From an optimization exercise on the open Yosys and OpenROAD flow, aimed at small area, a short achievable clock period and few clock cycles per item; shortcuts taken in it are not production practice. RTL that was checked went through simulation tests only; none was proved equivalent to the original. Function not checked in run 1: the RTL went through the layout flow alone.

`flow/run.sh`:
```
#!/bin/bash
# synth_recipe.tcl (not shown) runs the flow's synth.tcl, then flattens the netlist and writes it again
# the make line also repeats each setting of config.mk as NAME=value (left out here)
make -C /OpenROAD-flow-scripts/flow DESIGN_CONFIG=/design/flow/config.mk WORK_HOME=/design/flow/orfs CLKGATE_MAP_FILE= SYNTH_SCRIPT=/design/flow/synth_recipe.tcl finish
```
`flow/config.mk`:
```
export PLATFORM = sky130hd
export DESIGN_NAME = fft8
export DESIGN_NICKNAME = fft8
export VERILOG_FILES = /design/flow/design.v
export SDC_FILE = /design/flow/constraint.sdc
export NUM_CORES = 4
export LEC_CHECK = 0
export CAP_MARGIN = 20
export CORE_MARGIN = 2
export CORE_UTILIZATION = 40
export PLACE_DENSITY = 0.6
export SLEW_MARGIN = 20
```
`flow/constraint.sdc`:
```
create_clock -name core_clock -period 11.0 [get_ports {clk}]
set_input_delay 2.2000 -clock core_clock [delete_from_list [all_inputs] [get_ports {clk}]]
set_output_delay 2.2000 -clock core_clock [all_outputs]
set_load 0.01 [all_outputs]
```
`flow/design.v`:
```
module fft8_twiddle #(
    parameter bit CEIL = 1'b0     
)(
    input  logic signed [16:0] s,
    output logic [15:0]        hi_a,
    output logic [15:0]        hi_b,
    output logic               c15
);
    localparam logic [30:0] K = 31'(-(64'sd23170 <<< 16) + (CEIL ? 64'sd32767 : 64'sd0));
    logic [30:0] u;
    logic [30:0] t0, t1, t2, t3, t4, t5;
    logic [30:0] a1, b1, a2, b2, a3, b3, a4, b4, a5, b5;
    logic [15:0] lo;
    always_comb begin
        u  = {14'd0, ~s[16], s[15:0]};
        t0 = u << 1;  t1 = u << 7;  t2 = u << 9;
        t3 = u << 11; t4 = u << 12; t5 = u << 14;
        a1 = t0 ^ t1 ^ t2;  b1 = ((t0 & t1) | (t0 & t2) | (t1 & t2)) << 1;
        a2 = t3 ^ t4 ^ t5;  b2 = ((t3 & t4) | (t3 & t5) | (t4 & t5)) << 1;
        a3 = a1 ^ b1 ^ a2;  b3 = ((a1 & b1) | (a1 & a2) | (b1 & a2)) << 1;
        a4 = b2 ^ K ^ a3;   b4 = ((b2 & K) | (b2 & a3) | (K & a3)) << 1;
        a5 = a4 ^ b4 ^ b3;  b5 = ((a4 & b4) | (a4 & b3) | (b4 & b3)) << 1;
        lo   = {1'b0, a5[14:0]} + {1'b0, b5[14:0]};
        c15  = lo[15];
        hi_a = a5[30:15];
        hi_b = b5[30:15];
    end
endmodule
module fft8_bfly_t (
    input  logic [15:0] b,
    input  logic [15:0] ha,
    input  logic [15:0] hb,
    input  logic        c,
    output logic [15:0] y,
    output logic [15:0] z
);
    logic [15:0] p1, q1, p2, q2;
    always_comb begin
        p1 = b ^ ha ^ hb;
        q1 = {((b & ha) | (b & hb) | (ha & hb)), 1'b0};
        y  = p1 + q1 + {15'd0, c};
        p2 = b ^ ~ha ^ ~hb;
        q2 = {((b & ~ha) | (b & ~hb) | (~ha & ~hb)), 1'b1};
        z  = p2 + q2 + {15'd0, ~c};
    end
endmodule
module fft8 #(
    parameter integer WIDTH = 16,
    parameter bit RT = 1'b0       
)(
    input  logic                   clk,
    input  logic                   rst,
    input  logic                   in_valid,
    output logic                   in_ready,
    input  logic [8*WIDTH-1:0]     in_re_flat,
    input  logic [8*WIDTH-1:0]     in_im_flat,
    output logic                   out_valid,
    output logic [8*WIDTH-1:0]     out_re_flat,
    output logic [8*WIDTH-1:0]     out_im_flat
);
    localparam integer NREG = 3 + RT;
    logic [NREG-1:0] vld;
    always_ff @(posedge clk or posedge rst) begin
        if (rst) begin
            vld      <= '0;
            in_ready <= 1'b0;
        end else begin
            vld      <= {vld[NREG-2:0], in_valid & in_ready};
            in_ready <= 1'b1;
        end
    end
    assign out_valid = vld[NREG-1];
    logic signed [15:0] x_re [0:7], x_im [0:7];
    always_comb
        for (int i = 0; i < 8; i++) begin
            x_re[i] = in_re_flat[16*i +: 16];
            x_im[i] = in_im_flat[16*i +: 16];
        end
    logic signed [15:0] a_re [0:7], a_im [0:7];
    always_ff @(posedge clk)
        for (int k = 0; k < 4; k++) begin
            a_re[k]   <= x_re[k] + x_re[k+4];
            a_im[k]   <= x_im[k] + x_im[k+4];
            a_re[k+4] <= x_re[k] - x_re[k+4];
            a_im[k+4] <= x_im[k] - x_im[k+4];
        end
    logic signed [15:0] b_re [0:7], b_im [0:7];
    logic signed [15:0] b5_re, b5_im, b7_re, b7_im;
    logic signed [16:0] s1, d1, s3, d3;
    always_comb begin
        b5_re = a_re[5] + a_im[7];  b5_im = a_im[5] - a_re[7];
        b7_re = a_re[5] - a_im[7];  b7_im = a_im[5] + a_re[7];
    end
    always_ff @(posedge clk) begin
        b_re[0] <= a_re[0] + a_re[2];  b_im[0] <= a_im[0] + a_im[2];
        b_re[2] <= a_re[0] - a_re[2];  b_im[2] <= a_im[0] - a_im[2];
        b_re[4] <= a_re[1] + a_re[3];  b_im[4] <= a_im[1] + a_im[3];
        b_re[6] <= a_re[1] - a_re[3];  b_im[6] <= a_im[1] - a_im[3];
        b_re[1] <= a_re[4] + a_im[6];  b_im[1] <= a_im[4] - a_re[6];
        b_re[3] <= a_re[4] - a_im[6];  b_im[3] <= a_im[4] + a_re[6];
        s1 <= b5_re + b5_im;
        d1 <= b5_im - b5_re;
        s3 <= b7_re + b7_im;
        d3 <= b7_im - b7_re;
    end
    logic [15:0] t_a [0:3], t_b [0:3];
    logic        t_c [0:3];
    fft8_twiddle u_t0 (.s(s1), .hi_a(t_a[0]), .hi_b(t_b[0]), .c15(t_c[0]));
    fft8_twiddle u_t1 (.s(d1), .hi_a(t_a[1]), .hi_b(t_b[1]), .c15(t_c[1]));
    fft8_twiddle u_t2 (.s(d3), .hi_a(t_a[2]), .hi_b(t_b[2]), .c15(t_c[2]));
    fft8_twiddle #(.CEIL(1'b1)) u_t3 (.s(s3), .hi_a(t_a[3]), .hi_b(t_b[3]), .c15(t_c[3]));
    logic [15:0] r_a [0:3], r_b [0:3];
    logic        r_c [0:3];
    logic signed [15:0] c_re [0:7], c_im [0:7];    
    generate
        if (RT) begin : g_rt
            always_ff @(posedge clk) begin
                for (int k = 0; k < 4; k++) begin
                    r_a[k] <= t_a[k];
                    r_b[k] <= t_b[k];
                    r_c[k] <= t_c[k];
                end
                for (int k = 0; k < 5; k++) begin
                    c_re[k] <= b_re[k];
                    c_im[k] <= b_im[k];
                end
                c_re[6] <= b_re[6];  c_im[6] <= b_im[6];
            end
        end else begin : g_nt
            always_comb begin
                for (int k = 0; k < 4; k++) begin
                    r_a[k] = t_a[k];
                    r_b[k] = t_b[k];
                    r_c[k] = t_c[k];
                end
                for (int k = 0; k < 5; k++) begin
                    c_re[k] = b_re[k];
                    c_im[k] = b_im[k];
                end
                c_re[6] = b_re[6];  c_im[6] = b_im[6];
            end
        end
    endgenerate
    assign c_re[5] = '0;  assign c_im[5] = '0;
    assign c_re[7] = '0;  assign c_im[7] = '0;
    logic [15:0] o_re [0:7], o_im [0:7];
    fft8_bfly_t u_x1r (.b(c_re[1]), .ha(r_a[0]), .hb(r_b[0]), .c(r_c[0]), .y(o_re[1]), .z(o_re[5]));
    fft8_bfly_t u_x1i (.b(c_im[1]), .ha(r_a[1]), .hb(r_b[1]), .c(r_c[1]), .y(o_im[1]), .z(o_im[5]));
    fft8_bfly_t u_x3r (.b(c_re[3]), .ha(r_a[2]), .hb(r_b[2]), .c(r_c[2]), .y(o_re[3]), .z(o_re[7]));
    fft8_bfly_t u_x3i (.b(c_im[3]), .ha(r_a[3]), .hb(r_b[3]), .c(r_c[3]), .y(o_im[7]), .z(o_im[3]));
    always_comb begin
        o_re[0] = c_re[0] + c_re[4];  o_im[0] = c_im[0] + c_im[4];
        o_re[4] = c_re[0] - c_re[4];  o_im[4] = c_im[0] - c_im[4];
        o_re[2] = c_re[2] + c_im[6];  o_im[2] = c_im[2] - c_re[6];
        o_re[6] = c_re[2] - c_im[6];  o_im[6] = c_im[2] + c_re[6];
    end
    logic [15:0] y_re [0:7], y_im [0:7];
    always_ff @(posedge clk)
        for (int i = 0; i < 8; i++) begin
            y_re[i] <= o_re[i];
            y_im[i] <= o_im[i];
        end
    always_comb
        for (int i = 0; i < 8; i++) begin
            out_re_flat[16*i +: 16] = y_re[i];
            out_im_flat[16*i +: 16] = y_im[i];
        end
endmodule
```
==> impl_metrics.toml, run 1 <==
[global_routing]
antenna_found_initial = 25
grt_pass1_vias = 45300
overflow = 0
grtUsageTotal_pct = 23.4
grt_pass1_wl_um = 270000
grt_max_degree = 16

[clock_network]
cts_sinks = 756
h-tree-depth = 3
cts_tree = "done"
clk_path_buf_depth = 3
cts-resized-gates = 0
clk_pin_slew_ps = 60
ctsRootBufferMaster = "clkbuf_16"
cts_setup_buffers = 0
cts_inserted_buffers = 93
clk-insertion-delay-late_ps = 740
hold_buffers = 0

[synthesis]
syn-instance-count = 6609
yosys-top-cells-count = "inv_1 (1,220), ha_1 (959), dfxtp_1 (752), xnor2_1 (548), a21oi_1 (535)"
yosys_warnings = 53
ys_top_cells_by_area = "dfxtp_1 (25%), ha_1 (20%), fa_1 (13%), xnor2_1 (8.0%), inv_1 (7.7%)"
yosysSeqAreaShare_pct = 25.4
synth_most_common_cell = "inv_1"
synth_edf_count = 0
synth_top_cell_by_area = "dfxtp_1"
synthesis.nets = 8203
ys.flop_type = "dfxtp_1"
ys_ff_latch = 756
syn_area_sq_um = 59700
synth_cell_types = 80
syn_area_per_cell_sq_um = 9.04
async_flop_share_pct = 0.529
yosysTopAreaCellShare_pct = 25.2

[placed_design]
placed_area_sq_um = 66800
dp.cells = 8938
gp_congestion = 0.967
port_buffers = 516
pre_cts_slack_ps = 5020
dpl.hpwl_um = 155000

[outcome]
outcome = "finished clean"

[final_layout]
drive_above_1_share_pct = 3.07
final_cell_area_sq_um = 70100
final_cells = 9116
nets = 8697
area_delta_synth_final_pct = 17.4
final_core_utilization_pct = 47.4

[worst_setup_path]
crit_arrival_ps = 6640
r2r-end = "y_im[3][14]"
reg2reg_depth = 24
critPathCaptureType = "register"
worst-setup-path-type = "reg2reg"
rr_startpoint = "s3[4]"
r2r_slack_ps = 5010
cp.required_ps = 11640
worstPathMaxFanout = 6
startpoint_type = "register"

[sta]
setup_viol = 0
maxSlewHeadroom_pct = 20.5
layout_min_cycle_time_ps = 5990
hold_slack_ps = 354
fin_ws_ps = 5010
hold_viol_final = 0
slew_viol_final = 0
fin_skew_ps = 70.4
setup_tns_ps = 0
period_share_pct = 54.5
rsz0062_at_grt = "no"
worstMarginPinSlew_ps = 1180
timing.fmax_mhz = 167

[floorplan]
io_pins = 517
die_width_um = 390
row_count = 141
core_sq_um = 148000
die_h_um = 390
initial_core_util_pct = 40.4
die_area_sq_um = 152000

[job]
cap_violations = 0

[routing]
highest_layer = "met5"
post-route-drc-count = 0
wl_per_cell_um = 19.9
drtAntennaViolNets = 0
vias_per_cell = 4.98
wl_met2_um = 81000
drt_wl_total_um = 182000
met3_length_um = 10300
first_pass_iters = 8
met1_length_um = 85500
drt_iter0_markers = 2753
vias = 45400

[worst_hold_path]
hp-class = "reg2reg"
whs_endpoint = "vld[2]"
min_from = "vld[1]"
hold_depth = 0
## sequential cells by signal, summed over array words and instances, names as in the netlist
name and cells:
d1 17, y_re 126, b_im 93, vld 3, a_im 124, s1 16
s3 16, d3 17, y_im 126, a_re 124, in_ready 1, b_re 93
## critical path, cell delays in order (launching register included)
cell       delay, ps
dfxtp_1          560
inv_1            150
fa_1             550
inv_1             60
fa_1             490
inv_1             40
ha_1             280
fa_1             500
inv_1             50
ha_1             290
o2111ai_1        120
o21ai_0          190
a21o_1           170
ha_1             170
inv_1             60
fa_1             420
a21o_1           210
a21oi_2          170
nor2b_1           90
o41a_1           350
o41a_1           390
a211oi_2         220
o21bai_1          80
a21oi_1          170
xnor2_1          140
## layout make-up
cell class                 instances  area, sq um
fill                           14000        77900
multi-input combinational       4515        39500
sequential                       756        15200
timing repair buffer             517         5170
inverter                        1220         4580
clock buffer                     118         2570
tap                             1930         2410
clock inverter                    50          722
antenna                           10         25.0
## how the worst max path moves through the flow
| stage | startpoint | end | cells past startpoint |
|---|---|---|---|
| final | s3[4] | y_im[3][14] | 24 |
| after global routing | s3[4] | y_im[3][14] | 24 |
| after CTS | s3[4] | y_im[3][14] | 24 |
| after detailed placement | s3[4] | y_im[3][14] | 24 |
| after global placement | s3[4] | y_im[3][14] | 24 |
| after floorplan | s3[4] | y_im[3][14] | 24 |
## cell usage in the layout (no fill, tap or decap), drive strengths merged, types with 38 or more instances in the layout
cell type,n
o31ai,41
ha,959
a21o,84
nand2,131
nand2b,81
nor2b,97
a211oi,38
clkdlybuf4s50,516
fa,376
o21a,76
clkbuf,118
nor3,89
nor2,514
xor2,158
o21bai,116
o21ai,266
dfxtp,752
inv,1228
a21oi,538
xnor2,548
## cell families (layout without fill, tap and decap cells)
group / after synthesis / count (layout) / share of synthesized area [%]
mux: 4 / 4 / 0.0712
fa+ha+maj: 1335 / 1335 / 32.7
buf+inv: 1338 / 1905 / 8.49
xor+xnor: 706 / 706 / 10.4
compound gates: 1380 / 1380 / 14.5
other cells: 1 / 11 / 0.00628
flops: 756 / 756 / 25.4
simple gates: 1089 / 1089 / 8.54
## routing by layer
layer  GRT usage [%]  vias to the layer above
li1                -                    22400
met1            32.7                    21500
met2            37.6                     1247
met3            3.39                      208
met4            6.40                        8
met5               0                        -
==> run 2, diff against run 1 <==
--- a/flow/design.v
+++ b/flow/design.v
@@ -46,7 +46,7 @@
 endmodule
 module fft8 #(
     parameter integer WIDTH = 16,
-    parameter bit RT = 1'b0       
+    parameter bit RT = 1'b1       
 )(
     input  logic                   clk,
     input  logic                   rst,
==> run 2 against run 1 <==
  * Core utilization decreased by 0.26 points
  * Final cell count grew 9.8%
  * Clock skew shrank 8.7 ps
  * Hold slack got worse by 50 ps
  * Register-to-register slack improved by 1200 ps
  * Sequential share of layout area up 5.4 points
  * Global-route usage shrank 0.81 points
  * Critical path type unchanged
==> impl_metrics.toml, run 2 <==
[synthesis]
ys_ff_latch = 1075
ys.flop_type = "dfxtp_1"
synth_cell_types = 95
syn_area_sq_um = 68100
yosysTopAreaCellShare_pct = 31.5
synth_most_common_cell = "inv_1"
synth_edf_count = 0
synth_top_cell_by_area = "dfxtp_1"
syn-instance-count = 7207
yosys-top-cells-count = "inv_1 (1,168), dfxtp_1 (1,070), ha_1 (956), nor2_1 (567), xnor2_1 (540)"
ys_top_cells_by_area = "dfxtp_1 (31%), ha_1 (18%), fa_1 (11%), xnor2_1 (6.9%), inv_1 (6.4%)"
yosysSeqAreaShare_pct = 31.7
async_flop_share_pct = 0.465
synthesis.nets = 8799
yosys_warnings = 53
syn_area_per_cell_sq_um = 9.45

[floorplan]
io_pins = 517
row_count = 151
die_width_um = 417
initial_core_util_pct = 40.2
core_sq_um = 169000
die_area_sq_um = 173000
die_h_um = 417

[worst_setup_path]
reg2reg_depth = 19
slowest_delay_ps = 480
cpLargestDelayFamily = "compound AO/OA/AOI/OAI gates"
cp_slowest_cell = "dfxtp_1"
cp.required_ps = 11590
startpoint_type = "register"
crit_arrival_ps = 5390
cp_common_cell = "a21oi_1"
rr_startpoint = "a_im[5][0]"
r2r_slack_ps = 6200
r2r-end = "s1[15]"
worstPathCellList = "inv_1 -> ha_1 -> fa_1 -> nor2b_1 -> o21a_1 -> o21ai_1 -> a21oi_1 -> and4_1 -> nor3_1 -> xnor2_1 -> ha_1 -> and3_1 -> a221o_1 -> a21oi_1 -> o31ai_1 -> a21oi_1 -> o21bai_1 -> a21oi_1 -> xnor2_1"
worstPathMaxFanout = 7
cp.buffers_inverters = 1
critPathCaptureType = "register"
worst-setup-path-type = "reg2reg"

[global_routing]
antenna_found_initial = 23
grt_max_degree = 22
grt_pass1_wl_um = 299000
overflow = 0
grt_pass1_vias = 49700
grtUsageTotal_pct = 22.6

[final_layout]
final_cell_area_sq_um = 79800
final_common_cell = "inv_1"
final_cells = 10000
final_core_utilization_pct = 47.1
drive_above_1_share_pct = 3.62
area_delta_synth_final_pct = 17.2
final_cell_mix = "inv_1 (1,168), dfxtp_1 (1,070), ha_1 (956)"
nets = 9266
largestRegisters = "y_im x126, y_re x126"

[clock_network]
cts_tree = "done"
cts_sinks = 1075
cts_inserted_buffers = 120
ctsRootBufferMaster = "clkbuf_16"
clk_path_buf_depth = 3
clk_pin_slew_ps = 60
cts-resized-gates = 0
h-tree-depth = 3
clk-insertion-delay-late_ps = 810
hold_buffers = 0
cts_setup_buffers = 0

[routing]
drt_iter0_markers = 2567
first_pass_iters = 6
vias_per_cell = 4.94
drt_wl_total_um = 199000
post-route-drc-count = 0
vias = 49400
wl_per_cell_um = 19.9
drtAntennaViolNets = 0

[sta]
rsz0062_at_grt = "no"
layout_min_cycle_time_ps = 4800
fin_skew_ps = 61.7
worstMarginPinSlew_ps = 988
setup_viol = 0
setup_tns_ps = 0
timing.fmax_mhz = 208
hold_viol_final = 0
maxSlewHeadroom_pct = 33.5
slew_viol_final = 0
period_share_pct = 43.7

[worst_hold_path]
whs_endpoint = "c_im[2][9]"
hp-class = "reg2reg"
hold_depth = 0
min_from = "b_im[2][9]"

[placed_design]
dp.cells = 9770
gp_congestion = 0.956
dpl.hpwl_um = 170000
port_buffers = 516
placed_area_sq_um = 75300

[job]
cap_violations = 0

[outcome]
outcome = "finished clean"
==> run 2: cell count changes in the layout (fill, tap and decap cells not counted), sizes merged, moves of 18 or more <==
cell / previous run / this run
dfxtp: 752 / 1070
nor2: 514 / 568
nand3: 17 / 69
inv: 1228 / 1180
nor3: 89 / 134
o21ai: 266 / 225
clkbuf: 118 / 155
a21oi: 538 / 503
a21o: 84 / 118
xor2: 158 / 186
o21bai: 116 / 143
nor4: 11 / 36
nand2b: 81 / 99
==> run 2: cell families after synthesis <==
kind of cell	after synthesis	synth area share, %
multiplexers	2	0.0294
flip-flops	1075	31.7
AND/OR/NAND/NOR	1314	9.27
buffers and inverters	1345	7.51
AO/OA/AOI/OAI	1411	13.5
other	1	0.00551
adder cells (fa/ha/maj)	1333	28.7
XOR/XNOR	726	9.34
==> run 2: final cells by class <==
class	instances	area, sq um
fillers	16100	89500
diodes	10	25.0
repair buffers	516	5160
well taps	2218	2780
clock inverters	74	1120
inverters	1174	4410
clock buffers	155	3330
flip-flops and latches	1075	21500
multi-input cells	4787	41400
==> run 2: worst reg2reg max path, stage by stage, from the launching register on <==
cell      delay, ps
dfxtp_1         480
inv_1           140
ha_1            230
fa_1            410
nor2b_1         170
o21a_1          150
o21ai_1          80
a21oi_1         210
and4_1          220
nor3_1           70
xnor2_1         370
ha_1            410
and3_1          200
a221o_1         370
a21oi_1         160
o31ai_1         120
a21oi_1         230
o21bai_1         80
a21oi_1         210
xnor2_1         330
==> run 2: per-stage QoR <==
stage | setup WS, ps | hold WS [ps]
global route | 6060 | 296
floorplan | 6780 | 310
global placement | 5840 | 310
finish | 6200 | 304
detailed placement | 5850 | 312
CTS | 6310 | 294
==> run 2: how the worst max path moves through the flow <==
stage                    from          end  cells after the start
6_report           a_im[5][0]       s1[15]                     19
5_1_grt            a_im[5][0]       s1[16]                     18
4_1_cts            a_im[5][0]       s1[15]                     19
3_5_place_dp    in_im_flat[0]  a_im[0][14]                     12
3_3_place_gp    in_im_flat[0]  a_im[0][14]                     12
2_1_floorplan  in_re_flat[16]  a_re[5][14]                     11
==> run 2: per-layer routing <==
| layer | vias to the layer above | track usage [%] | share of wire, % |
|---|---|---|---|
| met5 | - | 0 | 0.063 |
| met4 | 20 | 8.65 | 4.1 |
| met3 | 263 | 3.05 | 3.5 |
| met2 | 995 | 39.9 | 49 |
| met1 | 23700 | 27.8 | 43 |
| li1 | 24400 | - | - |
Testbench counts of run 2, summed over its fixed seeds: cycles 2,080, items 2,048.

==> what the ideal ports hide <==
In the flow no input, the clock included, has a driving cell. The finished layouts below were timed again as built, in two steps.
Step 1 (the two cells are an assumption about what drives the block):
set clk [get_ports {clk}]
set_driving_cell -lib_cell sky130_fd_sc_hd__clkbuf_16 $clk
set_driving_cell -lib_cell sky130_fd_sc_hd__buf_2 [delete_from_list [all_inputs] $clk]
Step 2 moves the port delays by t, midway between the first and last clock arrival at a register: inputs arrive t later, outputs are due t later. That takes back most of the time a late clock gives input paths.
Slacks: ideal / step 1 / step 2; pairs: ideal / step 1.
run | t (ns) | setup slack, ns | slew at the worst register clock pin (ns)
run 1 | 0.775 | 5.007 / 5.007 / 5.007 | 0.07 / 0.07
run 2 | 0.852 | 6.195 / 6.195 / 5.783 | 0.07 / 0.07
After both steps setup and hold are still met in every run listed. For run 2, which loses most, drivers alone change the setup slack by 0.000 ns; drivers and shift together by -0.412 ns.
